Background: an optimization exercise with open tools, aiming at small area and a short achievable clock period. Do not read the settings as production practice.
Where RTL was checked, it was by simulation tests only, not by an equivalence proof against the original.
The flow treats the clock pin as an ideal source. Dropping or thinning the clock tree relies on that and would not hold on a real chip.
Power and IR drop assume default switching activity.

// M216A_TopModule
module M216A_TopModule(
    input           clk_i,
    input           rst_i,
    input  [4 : 0]  width_i,
    input  [4 : 0]  height_i,
    output [7 : 0]  index_x_o,
    output [7 : 0]  index_y_o,
    output [3 : 0]  strike_o
);
    reg  [3:0] ph;             
    reg  [1:0] warm;           
    reg        clr;            
    reg        live_q;         
    reg  [9:0] k_q;            
    reg  [3:0] wm1_q;          
    reg  [6:0] a_q, b_q, c_q;
    reg  [6:0] mn_q;
    reg  [6:0] sum_q;          
    reg        we_q;           
    reg        strike_q;
    reg  [3:0] id_q;
    reg  [6:0] x_q;
    reg  [6:0] y_q;
    reg        s_q;
    reg  [3:0] cnt_q;
    wire [6:0] occ [1:13];
    wire nrst   = ~rst_i;
    wire ph0    = ph[0];
    wire live_d = nrst & ph[3] & warm[1];
    wire [3:0] hi = height_i[3:0];
    wire [9:0] k_d;
    assign k_d[0] = (hi == 4'd4);
    assign k_d[1] = (hi == 4'd5);
    assign k_d[2] = (hi == 4'd6);
    assign k_d[3] = (hi == 4'd7);
    assign k_d[4] = (hi == 4'd8);
    assign k_d[5] = (hi == 4'd9);
    assign k_d[6] = (hi == 4'd10);
    assign k_d[7] = (hi == 4'd11);
    assign k_d[8] = (hi == 4'd12);
    assign k_d[9] = ~|k_d[8:0];
    wire k4  = k_q[0];
    wire k5  = k_q[1];
    wire k6  = k_q[2];
    wire k7  = k_q[3];
    wire k8  = k_q[4];
    wire k9  = k_q[5];
  ...
clock: 3.3 ns
lec_check: 0
abc_area: 1
cap_margin: 20
core_margin: 2
core_utilization: 60
cts_buf_list: sky130_fd_sc_hd__clkbuf_4 sky130_fd_sc_hd__clkbuf_8
cts_cluster_size: 30
setup_slack_margin: 1.7
slew_margin: 20
tns_end_percent: 0
standard.sh (not shown) runs the stock make flow with config.mk's settings and CLKGATE_MAP_FILE= SYNTH_SCRIPT=/design/flow/synth_recipe.tcl, a recipe that flattens the netlist after the stock synthesis.
==> flow/flow/run.sh <==
#!/bin/bash
# Standard ORFS layout with these changes: sizing may change a cell's footprint,
# the port buffers are buf_2 cells, and the clock tree is the two-level tree
# that flow/cts_tree.tcl builds (see there).
set -euo pipefail
bash standard.sh synth > synth.log 2>&1
bash standard.sh MATCH_CELL_FOOTPRINT=0 \
  "BUFFER_PORTS_ARGS=-buffer_cell sky130_fd_sc_hd__buf_2" \
  "PRE_CTS_TCL=$PWD/flow/cts_tree.tcl" \
  finish > layout.log 2>&1
Other scripts of this flow, unchanged in this note and not shown: flow/flow/cts_tree.tcl
The baseline completed with no timing, DRC or antenna violations.
Change:
--- a/flow/config.mk
+++ b/flow/config.mk
@@ -9,8 +9,8 @@
 export CAP_MARGIN = 20
 export CORE_MARGIN = 2
-export CORE_UTILIZATION = 60
+export CORE_UTILIZATION = 55
 export CTS_BUF_LIST = sky130_fd_sc_hd__clkbuf_4 sky130_fd_sc_hd__clkbuf_8
 export CTS_CLUSTER_SIZE = 30
-export SETUP_SLACK_MARGIN = 1.7
+export SETUP_SLACK_MARGIN = 1.6
 export SLEW_MARGIN = 20
 export TNS_END_PERCENT = 0
Result:
- register-to-register slack is worse by 0.17 ns
- die area rises by 8.8%
- area after synthesis does not change
- final cell count rises by 2.1%
- global-route usage falls by 1.4 points
- sequential cell count stays the same
- cell area falls by 0.89%
Change:
--- a/flow/config.mk
+++ b/flow/config.mk
@@ -12,5 +12,5 @@
 export CTS_BUF_LIST = sky130_fd_sc_hd__clkbuf_4 sky130_fd_sc_hd__clkbuf_8
 export CTS_CLUSTER_SIZE = 30
-export SETUP_SLACK_MARGIN = 1.6
+export SETUP_SLACK_MARGIN = 1.8
 export SLEW_MARGIN = 20
 export TNS_END_PERCENT = 0
Outcome: The new run finished with timing, DRC and antenna clean; power goes up by 0.96%; sequential cell count does not change; worst setup slack gets better by 0.24 ns; combinational power goes up by about 4.6%; maximum frequency goes up by 15%; synthesized area does not change; final area goes up by about 1.4%; via count goes up by about 0.7%.
Change:
--- a/flow/config.mk
+++ b/flow/config.mk
@@ -9,8 +9,8 @@
 export CAP_MARGIN = 20
 export CORE_MARGIN = 2
-export CORE_UTILIZATION = 55
+export CORE_UTILIZATION = 70
 export CTS_BUF_LIST = sky130_fd_sc_hd__clkbuf_4 sky130_fd_sc_hd__clkbuf_8
 export CTS_CLUSTER_SIZE = 30
-export SETUP_SLACK_MARGIN = 1.8
+export SETUP_SLACK_MARGIN = 1.7
 export SLEW_MARGIN = 20
 export TNS_END_PERCENT = 0
Outcome:
- cell count falls by 4.1%
- clock power stays flat
- routed wire length went up by 2.0%
- global-route usage rises by 6.2 points
- clock skew fell by 0.0051 ns
- fmax came out lower by 5.6%
- via count is higher by 4.1%
- first-iteration DRC count came out higher by 66%
- synthesized area does not change
- total power barely changes
Change:
--- a/flow/config.mk
+++ b/flow/config.mk
@@ -9,5 +9,5 @@
 export CAP_MARGIN = 20
 export CORE_MARGIN = 2
-export CORE_UTILIZATION = 70
+export CORE_UTILIZATION = 40
 export CTS_BUF_LIST = sky130_fd_sc_hd__clkbuf_4 sky130_fd_sc_hd__clkbuf_8
 export CTS_CLUSTER_SIZE = 30
=>
- The changed run passed the timing, design-rule and antenna checks
- design area went up by about 1.2%
- wire length is higher by about 3.4%
- combinational power went down by about 0.5%
- power came out higher by about 0.4%
- first-iteration DRC count goes down by 35%
In every run of this note, the design's own scripts or RTL, not TritonCTS, make the clock network.

========
## the previous run
Another version of the RTL of M216A_TopModule (not shown whole).
Size: about 0.0067 mm^2 of cells after synthesis.
## M216A_TopModule
module M216A_TopModule(
    input           clk_i,
    input           rst_i,
    input  [4 : 0]  width_i,
    input  [4 : 0]  height_i,
    output [7 : 0]  index_x_o,
    output [7 : 0]  index_y_o,
    output [3 : 0]  strike_o
);
clock: 3.3 ns
lec_check: 0
abc_area: 1
cap_margin: 20
core_margin: 2
core_utilization: 40
cts_buf_list: sky130_fd_sc_hd__clkbuf_16
cts_cluster_diameter: 200
cts_cluster_size: 40
setup_slack_margin: 1.7
slew_margin: 20
tns_end_percent: 0
run.sh (not shown) runs the stock make flow with config.mk's settings and CLKGATE_MAP_FILE= SYNTH_SCRIPT=/design/flow/synth_recipe.tcl, a recipe that flattens the netlist after the stock synthesis.
Stock flow here: none of the scripts above is used.
The previous run completed every stage of the flow, and the final layout passed the timing, design-rule and antenna checks.
What the current run does differently from the previous run at the input level:
- CTS_CLUSTER_DIAMETER: 200 -> unset
- CTS_BUF_LIST: sky130_fd_sc_hd__clkbuf_16 -> sky130_fd_sc_hd__clkbuf_4 sky130_fd_sc_hd__clkbuf_8
- CTS_CLUSTER_SIZE: 40 -> 30
## What came out
Share of final layout cell area taken by non-clock buffers: the current run vs the previous run — no meaningful difference. Across both runs, total stage count of the critical path was lower for the current run than for the previous run. For hold slack, the current run and the previous run come out practically identical.
No functional check of the RTL was part of any run of this note.

========
Another version of the RTL of M216A_TopModule (not shown whole).
For scale: about 610 cells after synthesis, about 180 flip-flops, roughly 32 I/O pins, roughly 7300 sq um of cells after synthesis.
export LEC_CHECK = 0
export CAP_MARGIN = 20
export CORE_MARGIN = 2
export CORE_UTILIZATION = 40
export CTS_BUF_LIST = sky130_fd_sc_hd__clkbuf_4 sky130_fd_sc_hd__clkbuf_8
export CTS_CLUSTER_SIZE = 30
export SETUP_SLACK_MARGIN = 1.7
export SLEW_MARGIN = 20
export TNS_END_PERCENT = 0
create_clock -name core_clock -period 3.3 [get_ports {clk_i}]
standard.sh (not shown) runs the stock make flow with config.mk's settings and CLKGATE_MAP_FILE= SYNTH_SCRIPT=/design/flow/synth_recipe.tcl, a recipe that flattens the netlist after the stock synthesis.
==> flow/flow/run.sh <==
#!/bin/bash
# Standard ORFS layout with three changes: sizing may change a cell's footprint,
# the port buffers are buf_2 cells, and CTS adds no dummy loads.
set -euo pipefail
bash standard.sh synth > synth.log 2>&1
bash standard.sh MATCH_CELL_FOOTPRINT=0 \
  "BUFFER_PORTS_ARGS=-buffer_cell sky130_fd_sc_hd__buf_2" \
  "CTS_ARGS=-sink_clustering_enable -repair_clock_nets -dont_use_dummy_load -sink_clustering_size 30 -buf_list {sky130_fd_sc_hd__clkbuf_4 sky130_fd_sc_hd__clkbuf_8}" \
  finish > layout.log 2>&1
Change:
Settings changed: ABC_AREA set to 1, CORE_UTILIZATION 40 to 65, PLACE_DENSITY set to 0.75.
Outcome:
- die area is lower by 37%
- via count is higher by 10%
- critical path depth went down by 3
- total power came out higher by 1.3%
- setup slack gets better by 0.29 ns
- utilization climbs by 28 points
- fmax rises by 16%
- clock skew came out lower by 0.0048 ns
- wire length goes up by 0.47%
- synthesized cell count is higher by 25%
- clock power is about the same
Change:
Settings changed: CORE_UTILIZATION 65 to 40, PLACE_DENSITY 0.75 to unset.
=>
- clock skew hardly moves
- core utilization went down by 28 points
- first-iteration DRC count went down by well over a third
- non-clock buffer count went up by 1
Change:
Settings changed: SETUP_SLACK_MARGIN 1.7 to 1.65, TNS_END_PERCENT 0 to 100.
The changed run completed without violations.
Wire length goes up by 1.2%.
Register-to-register slack gains 0.02 ns.
Sequential cell count is unchanged.
No functional check of the RTL was part of any run of this note.

========
Another version of the RTL of M216A_TopModule (not shown whole).
Size in the first run: roughly 32 I/O pins, about 0.0074 sq mm of cells after synthesis.
// M216A_TopModule
module M216A_TopModule(
    input           clk_i,
    input           rst_i,
    input  [4 : 0]  width_i,
    input  [4 : 0]  height_i,
    output [7 : 0]  index_x_o,
    output [7 : 0]  index_y_o,
    output [3 : 0]  strike_o
);
    reg  [1:0] ph;
    reg  [1:0] warm;           
    reg        clr;            
    reg        live_q;         
    reg  [9:0] k_q;            
    reg  [4:0] w_q;
    reg  [6:0] a_q, b_q, c_q;
    reg  [6:0] thr_q;          
    reg  [6:0] mn_q;
    reg  [7:0] sum_q;
    reg        we_q;           
    reg        strike_q;
    reg  [3:0] id_q;
    reg  [6:0] x_q;
    reg  [6:0] y_q;
    reg        s_q;
    reg  [3:0] cnt_q;
    wire [6:0] occ [1:13];
    wire nrst   = ~rst_i;
    wire ph0    = (ph == 2'd0);
    wire live_d = nrst & (ph == 2'd3) & warm[1];
    wire [3:0] hi = height_i[3:0];
    wire [9:0] k_d;
    assign k_d[0] = (hi == 4'd4);
    assign k_d[1] = (hi == 4'd5);
    assign k_d[2] = (hi == 4'd6);
    assign k_d[3] = (hi == 4'd7);
    assign k_d[4] = (hi == 4'd8);
    assign k_d[5] = (hi == 4'd9);
    assign k_d[6] = (hi == 4'd10);
    assign k_d[7] = (hi == 4'd11);
    assign k_d[8] = (hi == 4'd12);
    assign k_d[9] = ~|k_d[8:0];
    wire k4  = k_q[0];
    wire k5  = k_q[1];
    wire k6  = k_q[2];
    wire k7  = k_q[3];
  ...
==> flow/config.mk <==
export PLATFORM = sky130hd
export DESIGN_NAME = M216A_TopModule
export DESIGN_NICKNAME = M216A_TopModule
export VERILOG_FILES = /design/flow/design.v
export SDC_FILE = /design/flow/constraint.sdc
export NUM_CORES = 4
export LEC_CHECK = 0
export ABC_AREA = 1
export CAP_MARGIN = 20
export CORE_MARGIN = 2
export CORE_UTILIZATION = 40
export CTS_BUF_LIST = sky130_fd_sc_hd__clkbuf_4 sky130_fd_sc_hd__clkbuf_8
export CTS_CLUSTER_SIZE = 30
export SETUP_SLACK_MARGIN = 1.55
export SLEW_MARGIN = 20
export TNS_END_PERCENT = 0
==> flow/constraint.sdc <==
create_clock -name core_clock -period 3.3 [get_ports {clk_i}]
set_input_delay 0.6600 -clock core_clock [delete_from_list [all_inputs] [get_ports {clk_i}]]
set_output_delay 0.6600 -clock core_clock [all_outputs]
set_load 0.01 [all_outputs]
Scripts as last shown in full above: flow/flow/run.sh
==> next run, changes <==
Settings changed: SETUP_SLACK_MARGIN 1.55 to 1.7, TNS_END_PERCENT 0 to 100.
Effect: Core utilization climbs by 5.3 points. Worst setup slack gets better by 0.073 ns. Combinational power climbs by about 50%. Cell area climbs by 12%. Wire length climbs by 9.1%.
==> next run, changes <==
Settings changed: SETUP_SLACK_MARGIN 1.7 to 1.85, TNS_END_PERCENT 100 to 10.
Register-to-register slack is worse by 0.08 ns.
Sequential share of layout area grows by 0.68 points.
Hold slack gets worse by 0.0047 ns.
Area after synthesis is unchanged.
Total power falls by 0.45%.
Clock power is about the same.
Fmax came out lower by about 4.4%.
==> next run, changes <==
==> flow/flow/run.sh (replaced) <==
#!/bin/bash
# Standard ORFS layout with these changes: sizing may change a cell's footprint,
# the port buffers are buf_2 cells, and CTS builds a shallow tree of clkbuf_16
# cells without dummy loads.
set -euo pipefail
bash standard.sh synth > synth.log 2>&1
bash standard.sh MATCH_CELL_FOOTPRINT=0 \
  "BUFFER_PORTS_ARGS=-buffer_cell sky130_fd_sc_hd__buf_2" \
  "CTS_ARGS=-sink_clustering_enable -repair_clock_nets -dont_use_dummy_load -sink_clustering_size 45 -sink_clustering_max_diameter 500 -buf_list {sky130_fd_sc_hd__clkbuf_16} -root_buf sky130_fd_sc_hd__clkbuf_16" \
  finish > layout.log 2>&1
Settings changed: SETUP_SLACK_MARGIN 1.85 to 1.7, TNS_END_PERCENT 10 to 0.
Outcome: Cell area goes down by a few percent; power goes down by a few percent; wire length goes down by a little under a tenth; sequential share of layout area goes up by 3.2 points; die area stays the same; area after synthesis does not change; utilization goes down by 3.0 points; clock-buffer cell count does not change; worst hold slack is better by 0.043 ns; synthesized cell count is unchanged.
==> next run, changes <==
==> flow/flow/run.sh (replaced) <==
#!/bin/bash
# Standard ORFS layout with three changes: sizing may change a cell's footprint,
# the port buffers are buf_2 cells, and CTS adds no dummy loads.
set -euo pipefail
bash standard.sh synth > synth.log 2>&1
bash standard.sh MATCH_CELL_FOOTPRINT=0 \
  "BUFFER_PORTS_ARGS=-buffer_cell sky130_fd_sc_hd__buf_2" \
  "CTS_ARGS=-sink_clustering_enable -repair_clock_nets -dont_use_dummy_load -sink_clustering_size 30 -buf_list {sky130_fd_sc_hd__clkbuf_4 sky130_fd_sc_hd__clkbuf_8}" \
  finish > layout.log 2>&1
Result: Global-route usage is about the same; routed wire length is about the same; synthesized cell count stays the same; fmax falls slightly; clock skew climbs by 0.0071 ns; core utilization drops by 1.0 points; via count goes up slightly; cell count stays flat.

========
The RTL this note starts from:
==> flow/design.v <==
`timescale 1ns / 100ps
`timescale 1ns / 100ps
`timescale 1ns / 100ps
`timescale 1ns / 100ps
`timescale 1ns / 100ps
`timescale 1ns / 100ps
`timescale 1ns / 100ps
`timescale 1ns / 100ps
`timescale 1ns / 100ps
`timescale 1ns / 100ps
`timescale 1ns / 100ps
`timescale 1ns / 100ps
module M216A_TopModule(
    input           clk_i,
    input           rst_i,
    input  [4 : 0]  width_i,
    input  [4 : 0]  height_i,
    output [7 : 0]  index_x_o,
    output [7 : 0]  index_y_o,
    output [3 : 0]  strike_o
);
    reg  [1:0] ph;
    reg  [1:0] warm;           
    reg        clr;            
    reg  [9:0] k_q;            
    reg  [3:0] w_q;            
    reg  [6:0] a_q, b_q, c_q;
    reg        pb_q, pc_q;
    reg  [7:0] sum_q;
    reg  [6:0] x_q;
    reg  [6:0] y_q;
    reg        s_q;
    reg  [3:0] cnt_q;
    wire [6:0] occ [1:13];
    wire ph0  = (ph == 2'd0);
    wire live = ph0 & warm[1];
    wire nrst = ~rst_i;
    wire [3:0] hi = height_i[3:0];
    wire [9:0] k_d;
    assign k_d[0] = (hi == 4'd4);
    assign k_d[1] = (hi == 4'd5);
    assign k_d[2] = (hi == 4'd6);
    assign k_d[3] = (hi == 4'd7);
    assign k_d[4] = (hi == 4'd8);
    assign k_d[5] = (hi == 4'd9);
    assign k_d[6] = (hi == 4'd10);
    assign k_d[7] = (hi == 4'd11);
    assign k_d[8] = (hi == 4'd12);
    assign k_d[9] = ~|k_d[8:0];
    wire k4  = k_q[0];
    wire k5  = k_q[1];
    wire k6  = k_q[2];
    wire k7  = k_q[3];
    wire k8  = k_q[4];
    wire k9  = k_q[5];
    wire k10 = k_q[6];
    wire k11 = k_q[7];
    wire k12 = k_q[8];
    wire k13 = k_q[9];
    wire [12:0] sel0 = {k13, 1'b0, 1'b0, k4, k12, k5, k11, k6, k10, k7, k9, 1'b0, k8};
    wire [12:0] sel1 = {1'b0, k13, 1'b0, 1'b0, k11, k4, k10, k5, k9, k6, 1'b0, k8, k7};
    wire [12:0] sel2 = {1'b0, 1'b0, k13, 1'b0, 1'b0, 1'b0, 1'b0, 1'b0, 1'b0, 1'b0, k8, k7, 1'b0};
    wire has1 = ~k12;
    wire has2 = k7 | k8 | k13;
    wire [12:0] won = (sel0 & {13{~pb_q & ~pc_q}}) | (sel1 & {13{pb_q}}) | (sel2 & {13{pc_q}});
    wire [6:0] ys [1:13];
    assign ys[1]  = 7'd0;
    assign ys[2]  = 7'd8;
    assign ys[3]  = 7'd16;
    assign ys[4]  = 7'd25;
    assign ys[5]  = 7'd32;
    assign ys[6]  = 7'd42;
    assign ys[7]  = 7'd48;
    assign ys[8]  = 7'd59;
    assign ys[9]  = 7'd64;
    assign ys[10] = 7'd76;
    assign ys[11] = 7'd80;
    assign ys[12] = 7'd96;
    assign ys[13] = 7'd112;
    reg  [6:0] rd0, rd1, rd2, ywin;
    integer i;
    always @(*) begin
        rd0 = 7'd0;
        rd1 = 7'd0;
        rd2 = 7'd0;
        ywin = 7'd0;
        for (i = 1; i <= 13; i = i + 1) begin
            rd0 = rd0 | (occ[i] & {7{sel0[i-1]}});
            rd1 = rd1 | (occ[i] & {7{sel1[i-1]}});
            rd2 = rd2 | (occ[i] & {7{sel2[i-1]}});
            ywin = ywin | (ys[i] & {7{won[i-1]}});
        end
    end
    function lt7;
        input [6:0] a;
        input [6:0] b;
        integer k;
        reg r;
        begin
            r = 1'b0;
            for (k = 0; k < 7; k = k + 1)
                r = (~a[k] & b[k]) | ((~a[k] | b[k]) & r);
            lt7 = r;
        end
    endfunction
    wire pc_d = has2 & lt7(c_q, a_q) & lt7(c_q, b_q);
    wire pb_d = has1 & lt7(b_q, a_q) & ~pc_d;
    wire [6:0] mn = pc_q ? c_q : pb_q ? b_q : a_q;
    wire [4:0] w5 = {(w_q == 4'd0), w_q};
    wire strike = sum_q[7] & (sum_q[6:0] != 7'd0);
    wire [6:0] nocc_r = (sum_q[6:0] | {7{sum_q[7]}}) & {7{~clr}};
    wire ld_out = rst_i | live;
    wire keep   = nrst & ~strike;
    always @(posedge clk_i) begin
        a_q <= rd0;
        b_q <= rd1;
        c_q <= rd2;
        pb_q <= pb_d;
        pc_q <= pc_d;
        sum_q <= {1'b0, mn} + {3'b000, w5};
        ph <= (ph + 2'd1) & {2{nrst}};
        if (rst_i | (ph0 & ~warm[1]))
            warm <= (warm + 2'd1) & {2{nrst}};
        clr <= rst_i | ~warm[1];
        if (ld_out) begin
            x_q <= mn & {7{keep}};
            y_q <= ywin & {7{keep}};
            s_q <= strike & nrst;
        end
        if (rst_i | (live & strike))
            cnt_q <= (cnt_q + 4'd1) & {4{nrst}};
        if (ph0) begin
            k_q <= k_d;
            w_q <= width_i[3:0];
        end
    end
    genvar g;
    generate
        for (g = 1; g <= 13; g = g + 1) begin : strip
            reg [6:0] v;
            always @(posedge clk_i)
                if (clr | (live & ~strike & won[g-1]))
                    v <= nocc_r;
            assign occ[g] = v;
        end
    endgenerate
    assign index_x_o = {s_q, x_q};
    assign index_y_o = {s_q, y_q};
    assign strike_o  = cnt_q;
endmodule
Settings: LEC_CHECK=0, CAP_MARGIN=20, CORE_MARGIN=2, CORE_UTILIZATION=40, CTS_BUF_LIST=sky130_fd_sc_hd__clkbuf_4 sky130_fd_sc_hd__clkbuf_8, CTS_CLUSTER_SIZE=30, SETUP_SLACK_MARGIN=1.7, SLEW_MARGIN=20, TNS_END_PERCENT=0; clock period 3.3 ns.
run.sh (not shown) runs the stock make flow with config.mk's settings and CLKGATE_MAP_FILE= SYNTH_SCRIPT=/design/flow/synth_recipe.tcl, a recipe that flattens the netlist after the stock synthesis.
Stock flow here: none of the scripts above is used.
The baseline finished with timing, DRC and antenna clean.
Edit:
==> flow/flow/run.sh (new file) <==
#!/bin/bash
# Standard ORFS layout with three changes: sizing may change a cell's footprint,
# the port buffers are buf_2 cells, and CTS adds no dummy loads.
set -euo pipefail
bash standard.sh synth > synth.log 2>&1
bash standard.sh MATCH_CELL_FOOTPRINT=0 \
  "BUFFER_PORTS_ARGS=-buffer_cell sky130_fd_sc_hd__buf_2" \
  "CTS_ARGS=-sink_clustering_enable -repair_clock_nets -dont_use_dummy_load -sink_clustering_size 30 -buf_list {sky130_fd_sc_hd__clkbuf_4 sky130_fd_sc_hd__clkbuf_8}" \
  finish > layout.log 2>&1
==> flow/standard.sh (new file) <==
#!/bin/bash
# synth_recipe.tcl (not shown) runs the flow's synth.tcl, then flattens the netlist and writes it again
# the make line also repeats each setting of config.mk as NAME=value (left out here)
make -C /OpenROAD-flow-scripts/flow DESIGN_CONFIG=/design/flow/config.mk WORK_HOME=/design/flow/orfs CLKGATE_MAP_FILE= SYNTH_SCRIPT=/design/flow/synth_recipe.tcl "${@:-finish}"
- ABC_AREA: unset -> 1
removed: flow/run.sh
After rerunning:
- final cell count grows by about 16%
- via count grows by 11%
- count of clock-buffer cells in the layout is unchanged
- routed wire length came out higher by about 10%
- global-route usage increases by 2.0 points
- clock skew is higher by 22 ps
- flip-flop and latch count does not change
- worst setup slack improves by 340 ps
- final area increases by 0.42%
- synthesized area went up by 2.1%
- critical path depth went up by 2
Edit:
==> flow/run.sh (new file) <==
#!/bin/bash
# synth_recipe.tcl (not shown) runs the flow's synth.tcl, then flattens the netlist and writes it again
# the make line also repeats each setting of config.mk as NAME=value (left out here)
make -C /OpenROAD-flow-scripts/flow DESIGN_CONFIG=/design/flow/config.mk WORK_HOME=/design/flow/orfs CLKGATE_MAP_FILE= SYNTH_SCRIPT=/design/flow/synth_recipe.tcl finish
removed: flow/flow/run.sh
removed: flow/standard.sh
Outcome: Worst hold slack gets better by 21 ps. Sequential share of layout area goes down by 1.9 points. Final area came out higher by 3.4%. Worst setup slack is worse by 7.9 ps. Global-route usage is lower by 0.37 points. First-iteration DRC count went down by 4.8%. Flip-flop and latch count stays the same. Power rises by 5.8%. Synthesized area stays the same.

[afterwards: timing with drivers on the ports]
No port has a modelled driver above. Below, the same layouts with a new extraction and two added sets of constraints.
Step 1 (the two cells are an assumption about what drives the block):
set clk [get_ports {clk_i}]
set_driving_cell -lib_cell sky130_fd_sc_hd__clkbuf_16 $clk
set_driving_cell -lib_cell sky130_fd_sc_hd__buf_2 [delete_from_list [all_inputs] $clk]
Step 2 times the ports against the registers' clock, not the clock port: input delays grow and output delays shrink by t, the midpoint of the rising clock arrivals with the driver on.
Slacks: ideal ports / drivers / drivers and shift; pairs: ideal ports / drivers.
run	t (ns)	setup slack, ns	clock arrival spread, ns
the first run of note 1	0.361	1.640 / 1.640 / 1.456	0.013 / 0.013
the second run of note 1	0.361	1.472 / 1.472 / 1.251	0.017 / 0.017
the third run of note 1	0.362	1.712 / 1.712 / 1.409	0.016 / 0.016
the fourth run of note 1	0.359	1.618 / 1.618 / 1.396	0.009 / 0.010
the fifth run of note 1	0.369	1.668 / 1.668 / 1.480	0.009 / 0.009
the previous run	0.463	1.370 / 1.370 / 1.105	0.010 / 0.009
the current run	0.485	1.398 / 1.398 / 0.980	0.012 / 0.012
the first run of note 3	0.490	1.272 / 1.272 / 1.272	0.034 / 0.035
the second run of note 3	0.481	1.558 / 1.558 / 1.558	0.030 / 0.030
the third run of note 3	0.485	1.599 / 1.587 / 1.521	0.029 / 0.029
the fourth run of note 3	0.492	1.618 / 1.618 / 1.526	0.031 / 0.030
the first run of note 4	0.479	1.567 / 1.567 / 1.526	0.026 / 0.027
the second run of note 4	0.491	1.640 / 1.640 / 1.509	0.029 / 0.029
the third run of note 4	0.497	1.564 / 1.564 / 1.505	0.036 / 0.036
the fourth run of note 4	0.467	1.613 / 1.613 / 1.488	0.020 / 0.020
the fifth run of note 4	0.490	1.597 / 1.597 / 1.494	0.027 / 0.027
the first run of note 5	0.484	1.095 / 1.095 / 0.956	0.011 / 0.012
the second run of note 5	0.474	1.431 / 1.431 / 1.377	0.033 / 0.033
the third run of note 5	0.494	1.423 / 1.389 / 0.989	0.011 / 0.012
After both steps setup and hold are still met in every run listed. For the third run of note 5, which loses most, drivers alone change the setup slack by -0.034 ns; drivers and shift together by -0.434 ns.
